This is an optimization exercise on Yosys and OpenROAD, whose aim is small area, not a production implementation.
Where RTL was checked, it was by simulation tests only, not by an equivalence proof against the original.

==> 07-07: inputs <==
// usb_endpoint
module usb_endpoint
(
    input logic clk,
    input logic n_rst,
    input logic hsel,
    input logic [3:0] haddr,
    input logic [1:0] htrans,
    input logic [1:0] hsize,
    input logic hwrite,
    input logic [31:0] hwdata,
    input logic dplus_in,
    input logic dminus_in,
    output logic [31:0] hrdata,
    output logic hresp,
    output logic hready,
    output logic d_mode,
    output logic dplus_out,
    output logic dminus_out
);
Settings: LEC_CHECK=0, CAP_MARGIN=20, CORE_MARGIN=2, CORE_UTILIZATION=50, SLEW_MARGIN=20; clock period 10.0 ns.
standard.sh (not shown) runs the stock make flow with config.mk's settings and CLKGATE_MAP_FILE= SYNTH_SCRIPT=/design/flow/synth_recipe.tcl, a recipe that flattens the netlist after the stock synthesis.
==> flow/flow/run.sh <==
#!/bin/bash
# Standard layout with two changes: the port buffers use the smallest
# buffer cell, and clock tree synthesis balances the tree without dummy loads.
set -o pipefail
export BUFFER_PORTS_ARGS="-buffer_cell sky130_fd_sc_hd__buf_1"
export CTS_ARGS="-sink_clustering_enable -repair_clock_nets -sink_clustering_size 15 -sink_clustering_max_diameter 60 -buf_list sky130_fd_sc_hd__clkbuf_8 -dont_use_dummy_load"
bash standard.sh 2>&1 | tee standard.log
==> 12-25 (differences from 07-07) <==
--- a/flow/design.v
+++ b/flow/design.v
@@ -6,58 +6,59 @@
     input logic get_rx_data, get_tx_packet_data,
     input logic [7:0] tx_data, rcv_data,
     output logic [7:0] rx_data, tx_packet_data,
     output logic [6:0] buffer_occupancy
 );
     logic s_reset, w_en, r_en;
     logic [7:0] wdata, rdata;
-    logic [6:0] wcount, rcount;   
     logic [5:0] wpointer, rpointer;
-    logic wrapped;                
+    logic wrapped;            
     logic [7:0] mem [0:63];
     assign s_reset = clear | flush;
     assign w_en = store_tx_data | store_rx_packet_data;
     assign wdata = store_tx_data ? tx_data : rcv_data;
     assign r_en = get_tx_packet_data | get_rx_data;
-    assign wpointer = wcount[5:0];
-    assign rpointer = rcount[5:0];
-    assign buffer_occupancy = wcount - rcount;
-    always_ff @(posedge clk) begin
+    always_ff @(posedge clk, negedge n_rst) begin
         if (!n_rst) begin
-            rcount <= '0;
-            wcount <= '0;
+            buffer_occupancy <= '0;
+            rpointer <= '0;
+            wpointer <= '0;
             wrapped <= 1'b0;
         end
         else if (s_reset) begin
-            rcount <= '0;
-            wcount <= '0;
+            buffer_occupancy <= '0;
+            rpointer <= '0;
+            wpointer <= '0;
             wrapped <= 1'b0;
         end
         else begin
-            if (r_en) rcount <= rcount + 7'd1;
+            if (w_en && !r_en) buffer_occupancy <= buffer_occupancy + 7'd1;
+            else if (r_en && !w_en) buffer_occupancy <= buffer_occupancy - 7'd1;
+            if (r_en) rpointer <= rpointer + 6'd1;
             if (w_en) begin
-                wcount <= wcount + 7'd1;
+                wpointer <= wpointer + 6'd1;
                 if (wpointer == 6'd63) wrapped <= 1'b1;
             end
         end
     end
     always_ff @(posedge clk) begin
         if (w_en) mem[wpointer] <= wdata;
     end
-    logic [3:0] sa;
-    logic [15:0] sb;
+    logic [7:0] sa, sb;
     logic [7:0] rmux;
-    logic [15:0][7:0] grp;
+    logic [7:0][7:0] grp;
     always_comb begin
-        for (int i = 0; i < 4; i++) sa[i] = (rpointer[1:0] == i);
-        for (int i = 0; i < 16; i++) sb[i] = (rpointer[5:2] == i);
+        for (int i = 0; i < 8; i++) begin
+            sa[i] = (rpointer[2:0] == i);
+            sb[i] = (rpointer[5:3] == i);
+        end
         rmux = '0;
-        for (int k = 0; k < 16; k++) begin
+        for (int k = 0; k < 8; k++) begin
             grp[k] = '0;
-            for (int j = 0; j < 4; j++) grp[k] = grp[k] | ({8{sa[j]}} & mem[4*k+j]);
+            for (int j = 0; j < 8; j++) grp[k] = grp[k] | ({8{sa[j]}} & mem[8*k+j]);
             rmux = rmux | ({8{sb[k]}} & grp[k]);
         end
     end
     assign rdata = (wrapped || rpointer < wpointer) ? rmux : 8'd0;
     assign tx_packet_data = get_tx_packet_data ? rdata : 8'd0;
     assign rx_data = (get_rx_data && !get_tx_packet_data) ? rdata : 8'd0;
 endmodule
@@ -88,54 +89,56 @@
                      (haddr >= 4'd9 && haddr <= 4'd11) || (haddr >= 4'd14);
     assign fifo_addr = (haddr < 4'd4) && (hsize != 2'd3);
     assign rd_cmd = hsel && !hwrite && nonseq;
     logic [3:0] haddr_f;
     logic hwrite_f, err_f, wr_fifo_f, wr12_f, wr13_f;
     logic [1:0] align_f;
     always_ff @(posedge clk, negedge n_rst) begin
-        if (!n_rst) err_f <= 1'b0;
-        else err_f <= err_raw;
-    end
-    always_ff @(posedge clk) begin
-        haddr_f <= haddr;
-        align_f <= (hsize == 2'd0) ? haddr[1:0] : (hsize == 2'd1) ? {haddr[1], 1'b0} : 2'b00;
         if (!n_rst) begin
+            haddr_f <= '0;
             hwrite_f <= 1'b0;
+            err_f <= 1'b0;
             wr_fifo_f <= 1'b0;
             wr12_f <= 1'b0;
             wr13_f <= 1'b0;
+            align_f <= '0;
         end
         else begin
+            haddr_f <= haddr;
             hwrite_f <= hwrite;
+            err_f <= err_raw;
             wr_fifo_f <= hwrite && nonseq && fifo_addr;
             wr12_f <= hwrite && nonseq && hsize == 2'd0 && haddr == 4'd12;
             wr13_f <= hwrite && nonseq && hsize == 2'd0 && haddr == 4'd13;
+            align_f <= (hsize == 2'd0) ? haddr[1:0] : (hsize == 2'd1) ? {haddr[1], 1'b0} : 2'b00;
         end
     end
     logic [2:0] pos;
     logic [1:0] nm1;
     logic mode_wr;
     logic busy, byte_ph, last;
     assign busy = !(pos[2] && !pos[1]);
     assign byte_ph = !pos[2];
     assign last = (pos[1:0] == nm1);
     always_ff @(posedge clk, negedge n_rst) begin
-        if (!n_rst) pos <= 3'd4;
+        if (!n_rst) begin
+            pos <= 3'd4;
+            nm1 <= '0;
+            mode_wr <= 1'b0;
+        end
         else if (!busy) begin
-            if (hsel && nonseq && fifo_addr) pos <= hwrite ? 3'd6 : 3'd7;
+            if (hsel && nonseq && fifo_addr) begin
+                pos <= hwrite ? 3'd6 : 3'd7;
+                mode_wr <= hwrite;
+                nm1 <= (hsize == 2'd0) ? 2'd0 : (hsize == 2'd1) ? 2'd1 : 2'd3;
+            end
         end
         else if (byte_ph && last) pos <= 3'd4;
         else pos <= pos + 3'd1;
     end
-    always_ff @(posedge clk) begin
-        if (!busy) begin
-            mode_wr <= hwrite;
-            nm1 <= (hsize == 2'd0) ? 2'd0 : (hsize == 2'd1) ? 2'd1 : 2'd3;
-        end
-    end
     assign get_rx_data = byte_ph && !mode_wr;
     assign store_tx_data = byte_ph && mode_wr;
     logic [31:0] wdata_q;
     logic [1:0] wsel_q;
     logic wr_data_ph;
     assign wr_data_ph = hsel && wr_fifo_f;
     always_ff @(posedge clk) begin
@@ -146,25 +149,24 @@
     end
     logic [1:0] tx_idx;
     assign tx_idx = wsel_q + pos[1:0];
     assign tx_data = store_tx_data ? wdata_q[8*tx_idx +: 8] : 8'd0;
     logic [6:0] stat;   
     logic [1:0] er;
     logic [6:0] bo;
-    always_ff @(posedge clk) begin
-        stat[5:0] <= {rx_transfer_active, pid_nak, pid_ack, pid_out, pid_in, rx_data_ready};
-        er[0] <= rx_error;
+    always_ff @(posedge clk, negedge n_rst) begin
         if (!n_rst) begin
-            stat[6] <= 1'b0;
-            er[1] <= 1'b0;
+            stat <= '0;
+            er <= '0;
             bo <= '0;
         end
         else begin
-            stat[6] <= tx_transfer_active;
-            er[1] <= tx_error;
+            stat <= {tx_transfer_active, rx_transfer_active,
+                     pid_nak, pid_ack, pid_out, pid_in, rx_data_ready};
+            er <= {tx_error, rx_error};
             bo <= buffer_occupancy;
         end
     end
     logic [3:0] tx_pac;
     logic flush_ctrl, tta_prev;
     logic [3:0] x;
     always_comb begin
@@ -173,15 +175,15 @@
             32'd1 : x = 4'b0011;
             32'd2 : x = 4'b0010;
             32'd3 : x = 4'b1010;
             32'd4 : x = 4'b1110;
             default: x = '0;
         endcase
     end
-    always_ff @(posedge clk) begin
+    always_ff @(posedge clk, negedge n_rst) begin
         if (!n_rst) begin
             tx_pac <= '0;
             flush_ctrl <= 1'b0;
             tta_prev <= 1'b1;
         end
         else begin
             tta_prev <= tx_transfer_active;
@@ -229,14 +231,36 @@
     end
     assign hresp = hsel && (err_raw || err_f);
     assign hready = !busy && !(hsel && err_raw && !err_f);
     assign clear = flush_ctrl;
     assign tx_packet = tx_pac;
     assign d_mode = !rx_transfer_active;
 endmodule
+module falling_edge_detect (
+    input wire clk, n_rst, dplus_sync,
+    output wire d_edge
+);
+logic dplus_prev;
+always_ff @( posedge clk, negedge n_rst ) begin : FF
+    if(!n_rst) dplus_prev <= 1'b1;
+    else dplus_prev <= dplus_sync;
+end
+assign d_edge = ~dplus_sync & dplus_prev;
+endmodule
+module rising_edge_detector (
+    input wire clk, n_rst, dplus_sync,
+    output wire d_edge
+);
+logic dplus_prev;
+always_ff @( posedge clk, negedge n_rst ) begin : FF
+    if(!n_rst) dplus_prev <= 1'b1;
+    else dplus_prev <= dplus_sync;
+end
+assign d_edge = dplus_sync & ~dplus_prev;
+endmodule
 module usb_tx
 (
     input logic clk, n_rst,
     input logic [3:0] tx_packet,
     input logic [6:0] buffer_occupancy,
     input logic [7:0] tx_packet_data,
     output logic tx_transfer_active, tx_error, get_tx_packet_data, Dplus_out, Dminus_out
@@ -327,15 +351,15 @@
     localparam [4:0] IDLE = 5'd0, IDLE_E = 5'd1, EOP_S = 5'd2, EOP_E = 5'd3,
                      READ_SYNC = 5'd4, CHECK_SYNC = 5'd5, READ_PID = 5'd6, SEND_PID = 5'd7,
                      ACK_NACK = 5'd8, TOKEN_D1 = 5'd9, SEND_TOKEN1 = 5'd10, TOKEN_D2 = 5'd11,
                      SEND_TOKEN2 = 5'd12, WAIT = 5'd13, FLUSH = 5'd14, DATA_RECV = 5'd15,
                      DATA_SEND = 5'd16, DATA_NS = 5'd17, ERROR = 5'd18;
     logic [4:0] state, next_state;
     logic dp_t, dp_s, dp_p, dm_t, dm_s;
-    always_ff @(posedge clk) begin
+    always_ff @(posedge clk, negedge n_rst) begin
         if (!n_rst) begin
             dp_t <= 1'b1;
             dp_s <= 1'b1;
             dp_p <= 1'b1;
             dm_t <= 1'b0;
             dm_s <= 1'b0;
         end
@@ -348,38 +372,44 @@
         end
     end
     logic d_edge, eop, rcving;
     assign rcving = (state[4:2] != 3'd0);
     assign d_edge = dp_s ^ dp_p;
     assign eop = rcving && (dp_s == dm_s);
     logic [2:0] cyc, bits;
+    logic full;                  
     logic [6:0] nbytes;
     logic shift_en, byte_received, max_bytes;
     assign shift_en = (cyc == 3'd3);
-    assign byte_received = (bits == 3'd0) && (cyc == 3'd4);
+    assign byte_received = full && (cyc == 3'd4);
     assign max_bytes = (nbytes == 7'd66);
-    always_ff @(posedge clk) begin
+    always_ff @(posedge clk, negedge n_rst) begin
         if (!n_rst) begin
             cyc <= '0;
             bits <= '0;
+            full <= 1'b0;
             nbytes <= '0;
         end
         else if (!rcving) begin
             cyc <= '0;
             bits <= '0;
+            full <= 1'b0;
             nbytes <= '0;
         end
         else begin
             cyc <= cyc + 3'd1;
-            if (shift_en) bits <= bits + 3'd1;
+            if (shift_en) begin
+                bits <= bits + 3'd1;
+                full <= (bits == 3'd7);
+            end
             if (byte_received) nbytes <= max_bytes ? 7'd1 : nbytes + 7'd1;
         end
     end
     logic d_last;
-    always_ff @(posedge clk) begin
+    always_ff @(posedge clk, negedge n_rst) begin
         if (!n_rst) d_last <= 1'b1;
         else if (rcving && shift_en) d_last <= dp_s;
     end
     always_ff @(posedge clk) begin
         if (shift_en) rcv_data <= {~(dp_s ^ d_last), rcv_data[7:1]};
     end
     logic err_now;
@@ -423,15 +453,15 @@
             DATA_SEND: begin
                 if (eop) next_state = EOP_S;
                 else if (!max_bytes && d_edge) next_state = DATA_RECV;
                 else next_state = DATA_NS;
             end
             WAIT: if (eop) next_state = EOP_S;
             DATA_NS: begin
-                if (eop && bits != 3'd0) next_state = ERROR;
+                if (eop && !full) next_state = ERROR;
                 else if (eop) next_state = EOP_S;
                 else if (max_bytes && (d_edge || byte_received)) next_state = ERROR;
                 else if (byte_received) next_state = DATA_SEND;
             end
             EOP_S: if (d_edge) next_state = IDLE;
             EOP_E: if (d_edge) next_state = IDLE_E;
             ERROR: if (eop) next_state = EOP_E;
==> flow/run.sh (new file) <==
#!/bin/bash
# synth_recipe.tcl (not shown) runs the flow's synth.tcl, then flattens the netlist and writes it again
# the make line also repeats each setting of config.mk as NAME=value (left out here)
make -C /OpenROAD-flow-scripts/flow DESIGN_CONFIG=/design/flow/config.mk WORK_HOME=/design/flow/orfs CLKGATE_MAP_FILE= SYNTH_SCRIPT=/design/flow/synth_recipe.tcl finish
- CORE_UTILIZATION: 50 -> 65
- CTS_BUF_LIST: default -> sky130_fd_sc_hd__clkbuf_16
- CTS_CLUSTER_DIAMETER: default -> 60
- CTS_CLUSTER_SIZE: default -> 40
removed: flow/flow/run.sh
removed: flow/standard.sh
==> 06-18 (differences from 07-07) <==
--- a/flow/design.v
+++ b/flow/design.v
@@ -17,15 +17,15 @@
     assign s_reset = clear | flush;
     assign w_en = store_tx_data | store_rx_packet_data;
     assign wdata = store_tx_data ? tx_data : rcv_data;
     assign r_en = get_tx_packet_data | get_rx_data;
     assign wpointer = wcount[5:0];
     assign rpointer = rcount[5:0];
     assign buffer_occupancy = wcount - rcount;
-    always_ff @(posedge clk) begin
+    always_ff @(posedge clk, negedge n_rst) begin
         if (!n_rst) begin
             rcount <= '0;
             wcount <= '0;
             wrapped <= 1'b0;
         end
         else if (s_reset) begin
             rcount <= '0;
@@ -39,25 +39,26 @@
                 if (wpointer == 6'd63) wrapped <= 1'b1;
             end
         end
     end
     always_ff @(posedge clk) begin
         if (w_en) mem[wpointer] <= wdata;
     end
-    logic [3:0] sa;
-    logic [15:0] sb;
+    logic [7:0] sa, sb;
     logic [7:0] rmux;
-    logic [15:0][7:0] grp;
+    logic [7:0][7:0] grp;
     always_comb begin
-        for (int i = 0; i < 4; i++) sa[i] = (rpointer[1:0] == i);
-        for (int i = 0; i < 16; i++) sb[i] = (rpointer[5:2] == i);
+        for (int i = 0; i < 8; i++) begin
+            sa[i] = (rpointer[2:0] == i);
+            sb[i] = (rpointer[5:3] == i);
+        end
         rmux = '0;
-        for (int k = 0; k < 16; k++) begin
+        for (int k = 0; k < 8; k++) begin
             grp[k] = '0;
-            for (int j = 0; j < 4; j++) grp[k] = grp[k] | ({8{sa[j]}} & mem[4*k+j]);
+            for (int j = 0; j < 8; j++) grp[k] = grp[k] | ({8{sa[j]}} & mem[8*k+j]);
             rmux = rmux | ({8{sb[k]}} & grp[k]);
         end
     end
     assign rdata = (wrapped || rpointer < wpointer) ? rmux : 8'd0;
     assign tx_packet_data = get_tx_packet_data ? rdata : 8'd0;
     assign rx_data = (get_rx_data && !get_tx_packet_data) ? rdata : 8'd0;
 endmodule
@@ -88,54 +89,56 @@
                      (haddr >= 4'd9 && haddr <= 4'd11) || (haddr >= 4'd14);
     assign fifo_addr = (haddr < 4'd4) && (hsize != 2'd3);
     assign rd_cmd = hsel && !hwrite && nonseq;
     logic [3:0] haddr_f;
     logic hwrite_f, err_f, wr_fifo_f, wr12_f, wr13_f;
     logic [1:0] align_f;
     always_ff @(posedge clk, negedge n_rst) begin
-        if (!n_rst) err_f <= 1'b0;
-        else err_f <= err_raw;
-    end
-    always_ff @(posedge clk) begin
-        haddr_f <= haddr;
-        align_f <= (hsize == 2'd0) ? haddr[1:0] : (hsize == 2'd1) ? {haddr[1], 1'b0} : 2'b00;
         if (!n_rst) begin
+            haddr_f <= '0;
             hwrite_f <= 1'b0;
+            err_f <= 1'b0;
             wr_fifo_f <= 1'b0;
             wr12_f <= 1'b0;
             wr13_f <= 1'b0;
+            align_f <= '0;
         end
         else begin
+            haddr_f <= haddr;
             hwrite_f <= hwrite;
+            err_f <= err_raw;
             wr_fifo_f <= hwrite && nonseq && fifo_addr;
             wr12_f <= hwrite && nonseq && hsize == 2'd0 && haddr == 4'd12;
             wr13_f <= hwrite && nonseq && hsize == 2'd0 && haddr == 4'd13;
+            align_f <= (hsize == 2'd0) ? haddr[1:0] : (hsize == 2'd1) ? {haddr[1], 1'b0} : 2'b00;
         end
     end
     logic [2:0] pos;
     logic [1:0] nm1;
     logic mode_wr;
     logic busy, byte_ph, last;
     assign busy = !(pos[2] && !pos[1]);
     assign byte_ph = !pos[2];
     assign last = (pos[1:0] == nm1);
     always_ff @(posedge clk, negedge n_rst) begin
-        if (!n_rst) pos <= 3'd4;
+        if (!n_rst) begin
+            pos <= 3'd4;
+            nm1 <= '0;
+            mode_wr <= 1'b0;
+        end
         else if (!busy) begin
-            if (hsel && nonseq && fifo_addr) pos <= hwrite ? 3'd6 : 3'd7;
+            if (hsel && nonseq && fifo_addr) begin
+                pos <= hwrite ? 3'd6 : 3'd7;
+                mode_wr <= hwrite;
+                nm1 <= (hsize == 2'd0) ? 2'd0 : (hsize == 2'd1) ? 2'd1 : 2'd3;
+            end
         end
         else if (byte_ph && last) pos <= 3'd4;
         else pos <= pos + 3'd1;
     end
-    always_ff @(posedge clk) begin
-        if (!busy) begin
-            mode_wr <= hwrite;
-            nm1 <= (hsize == 2'd0) ? 2'd0 : (hsize == 2'd1) ? 2'd1 : 2'd3;
-        end
-    end
     assign get_rx_data = byte_ph && !mode_wr;
     assign store_tx_data = byte_ph && mode_wr;
     logic [31:0] wdata_q;
     logic [1:0] wsel_q;
     logic wr_data_ph;
     assign wr_data_ph = hsel && wr_fifo_f;
     always_ff @(posedge clk) begin
@@ -146,25 +149,24 @@
     end
     logic [1:0] tx_idx;
     assign tx_idx = wsel_q + pos[1:0];
     assign tx_data = store_tx_data ? wdata_q[8*tx_idx +: 8] : 8'd0;
     logic [6:0] stat;   
     logic [1:0] er;
     logic [6:0] bo;
-    always_ff @(posedge clk) begin
-        stat[5:0] <= {rx_transfer_active, pid_nak, pid_ack, pid_out, pid_in, rx_data_ready};
-        er[0] <= rx_error;
+    always_ff @(posedge clk, negedge n_rst) begin
         if (!n_rst) begin
-            stat[6] <= 1'b0;
-            er[1] <= 1'b0;
+            stat <= '0;
+            er <= '0;
             bo <= '0;
         end
         else begin
-            stat[6] <= tx_transfer_active;
-            er[1] <= tx_error;
+            stat <= {tx_transfer_active, rx_transfer_active,
+                     pid_nak, pid_ack, pid_out, pid_in, rx_data_ready};
+            er <= {tx_error, rx_error};
             bo <= buffer_occupancy;
         end
     end
     logic [3:0] tx_pac;
     logic flush_ctrl, tta_prev;
     logic [3:0] x;
     always_comb begin
@@ -173,15 +175,15 @@
             32'd1 : x = 4'b0011;
             32'd2 : x = 4'b0010;
             32'd3 : x = 4'b1010;
             32'd4 : x = 4'b1110;
             default: x = '0;
         endcase
     end
-    always_ff @(posedge clk) begin
+    always_ff @(posedge clk, negedge n_rst) begin
         if (!n_rst) begin
             tx_pac <= '0;
             flush_ctrl <= 1'b0;
             tta_prev <= 1'b1;
         end
         else begin
             tta_prev <= tx_transfer_active;
@@ -229,14 +231,36 @@
     end
     assign hresp = hsel && (err_raw || err_f);
     assign hready = !busy && !(hsel && err_raw && !err_f);
     assign clear = flush_ctrl;
     assign tx_packet = tx_pac;
     assign d_mode = !rx_transfer_active;
 endmodule
+module falling_edge_detect (
+    input wire clk, n_rst, dplus_sync,
+    output wire d_edge
+);
+logic dplus_prev;
+always_ff @( posedge clk, negedge n_rst ) begin : FF
+    if(!n_rst) dplus_prev <= 1'b1;
+    else dplus_prev <= dplus_sync;
+end
+assign d_edge = ~dplus_sync & dplus_prev;
+endmodule
+module rising_edge_detector (
+    input wire clk, n_rst, dplus_sync,
+    output wire d_edge
+);
+logic dplus_prev;
+always_ff @( posedge clk, negedge n_rst ) begin : FF
+    if(!n_rst) dplus_prev <= 1'b1;
+    else dplus_prev <= dplus_sync;
+end
+assign d_edge = dplus_sync & ~dplus_prev;
+endmodule
 module usb_tx
 (
     input logic clk, n_rst,
     input logic [3:0] tx_packet,
     input logic [6:0] buffer_occupancy,
     input logic [7:0] tx_packet_data,
     output logic tx_transfer_active, tx_error, get_tx_packet_data, Dplus_out, Dminus_out
@@ -327,15 +351,15 @@
     localparam [4:0] IDLE = 5'd0, IDLE_E = 5'd1, EOP_S = 5'd2, EOP_E = 5'd3,
                      READ_SYNC = 5'd4, CHECK_SYNC = 5'd5, READ_PID = 5'd6, SEND_PID = 5'd7,
                      ACK_NACK = 5'd8, TOKEN_D1 = 5'd9, SEND_TOKEN1 = 5'd10, TOKEN_D2 = 5'd11,
                      SEND_TOKEN2 = 5'd12, WAIT = 5'd13, FLUSH = 5'd14, DATA_RECV = 5'd15,
                      DATA_SEND = 5'd16, DATA_NS = 5'd17, ERROR = 5'd18;
     logic [4:0] state, next_state;
     logic dp_t, dp_s, dp_p, dm_t, dm_s;
-    always_ff @(posedge clk) begin
+    always_ff @(posedge clk, negedge n_rst) begin
         if (!n_rst) begin
             dp_t <= 1'b1;
             dp_s <= 1'b1;
             dp_p <= 1'b1;
             dm_t <= 1'b0;
             dm_s <= 1'b0;
         end
@@ -353,15 +377,15 @@
     assign eop = rcving && (dp_s == dm_s);
     logic [2:0] cyc, bits;
     logic [6:0] nbytes;
     logic shift_en, byte_received, max_bytes;
     assign shift_en = (cyc == 3'd3);
     assign byte_received = (bits == 3'd0) && (cyc == 3'd4);
     assign max_bytes = (nbytes == 7'd66);
-    always_ff @(posedge clk) begin
+    always_ff @(posedge clk, negedge n_rst) begin
         if (!n_rst) begin
             cyc <= '0;
             bits <= '0;
             nbytes <= '0;
         end
         else if (!rcving) begin
             cyc <= '0;
@@ -371,15 +395,15 @@
         else begin
             cyc <= cyc + 3'd1;
             if (shift_en) bits <= bits + 3'd1;
             if (byte_received) nbytes <= max_bytes ? 7'd1 : nbytes + 7'd1;
         end
     end
     logic d_last;
-    always_ff @(posedge clk) begin
+    always_ff @(posedge clk, negedge n_rst) begin
         if (!n_rst) d_last <= 1'b1;
         else if (rcving && shift_en) d_last <= dp_s;
     end
     always_ff @(posedge clk) begin
         if (shift_en) rcv_data <= {~(dp_s ^ d_last), rcv_data[7:1]};
     end
     logic err_now;
==> flow/run.sh (new file) <==
#!/bin/bash
# synth_recipe.tcl (not shown) runs the flow's synth.tcl, then flattens the netlist and writes it again
# the make line also repeats each setting of config.mk as NAME=value (left out here)
make -C /OpenROAD-flow-scripts/flow DESIGN_CONFIG=/design/flow/config.mk WORK_HOME=/design/flow/orfs CLKGATE_MAP_FILE= SYNTH_SCRIPT=/design/flow/synth_recipe.tcl finish
- CORE_UTILIZATION: 50 -> 65
- CTS_BUF_LIST: default -> sky130_fd_sc_hd__clkbuf_8
- CTS_CLUSTER_DIAMETER: default -> 60
- CTS_CLUSTER_SIZE: default -> 15
removed: flow/flow/run.sh
removed: flow/standard.sh
==> run notes <==
	07-07	06-18	12-25
Sw frac	0.244	0.314	0.338
Post-synthesis compound-gate area fraction	0.150	0.138	0.141
Non-clock inverter instance count of the final layout	45	42	35
Number of logic stages on the critical path including buffering	6	5	7
Most frequent CP cell	sky130_fd_sc_hd__buf_1	sky130_fd_sc_hd__clkdlybuf4s50_1	-
Transition at the pin with the smallest max-transition slack	1050 ps	1030 ps	1150 ps
Plain + repair buffers	102	107	108
Final Worst Setup Slack	4490 ps	3780 ps	3630 ps
Antenna Cells	2	0	0
Final-layout clock-cell area share	0.0261	0.0328	0.0488
R2R Path End	TX_USB.sr[5]	TX_USB.sr[1]	TX_USB.sr[0]
Clock insertion delay at the later pin of the skew report	720 ps	710 ps	610 ps
Max-slew headroom at the worst pin	0.301	0.308	0.227
Tap cell instance count	748	546	585
Placed Cells	2647	2461	2499
Run status	timing/DRC/antenna clean	timing/DRC/antenna clean	timing/DRC/antenna clean
Vias after detailed routing	17500	18100	18100
P&R area growth vs syn	6.52%	7.86%	9.77%
Arrival time of data at the critical path endpoint	3510 ps	4220 ps	4370 ps
For 12-25, only the layout was checked, not whether the RTL still works.

-- re-timing with driven ports --
The flow's constraints put no driver on any port. The routed layouts listed below were extracted and timed again, unchanged, in two steps.
Step 1, drivers: a clkbuf_16 drives clk and a buf_2 each remaining input, both assumed.
Step 2, shift: input delay + t, output delay - t, t = (earliest + latest rising clock arrival at the registers) / 2. This alone moves slack from input paths to output paths.
Slacks: ideal / step 1 / step 2; pairs: ideal / step 1.
run	t, ns	setup WS [ns]	worst slew at a driven data input, ns
07-07	0.725	4.489 / 4.465 / 4.465	0.07
12-25	0.657	3.633 / 3.600 / 3.600	0.04
06-18	0.744	3.783 / 3.758 / 3.758	0.05
After both steps setup and hold are still met in every run listed. The setup slack of 12-25, which loses most, moves by -0.033 ns with the drivers and by -0.033 ns with both steps.
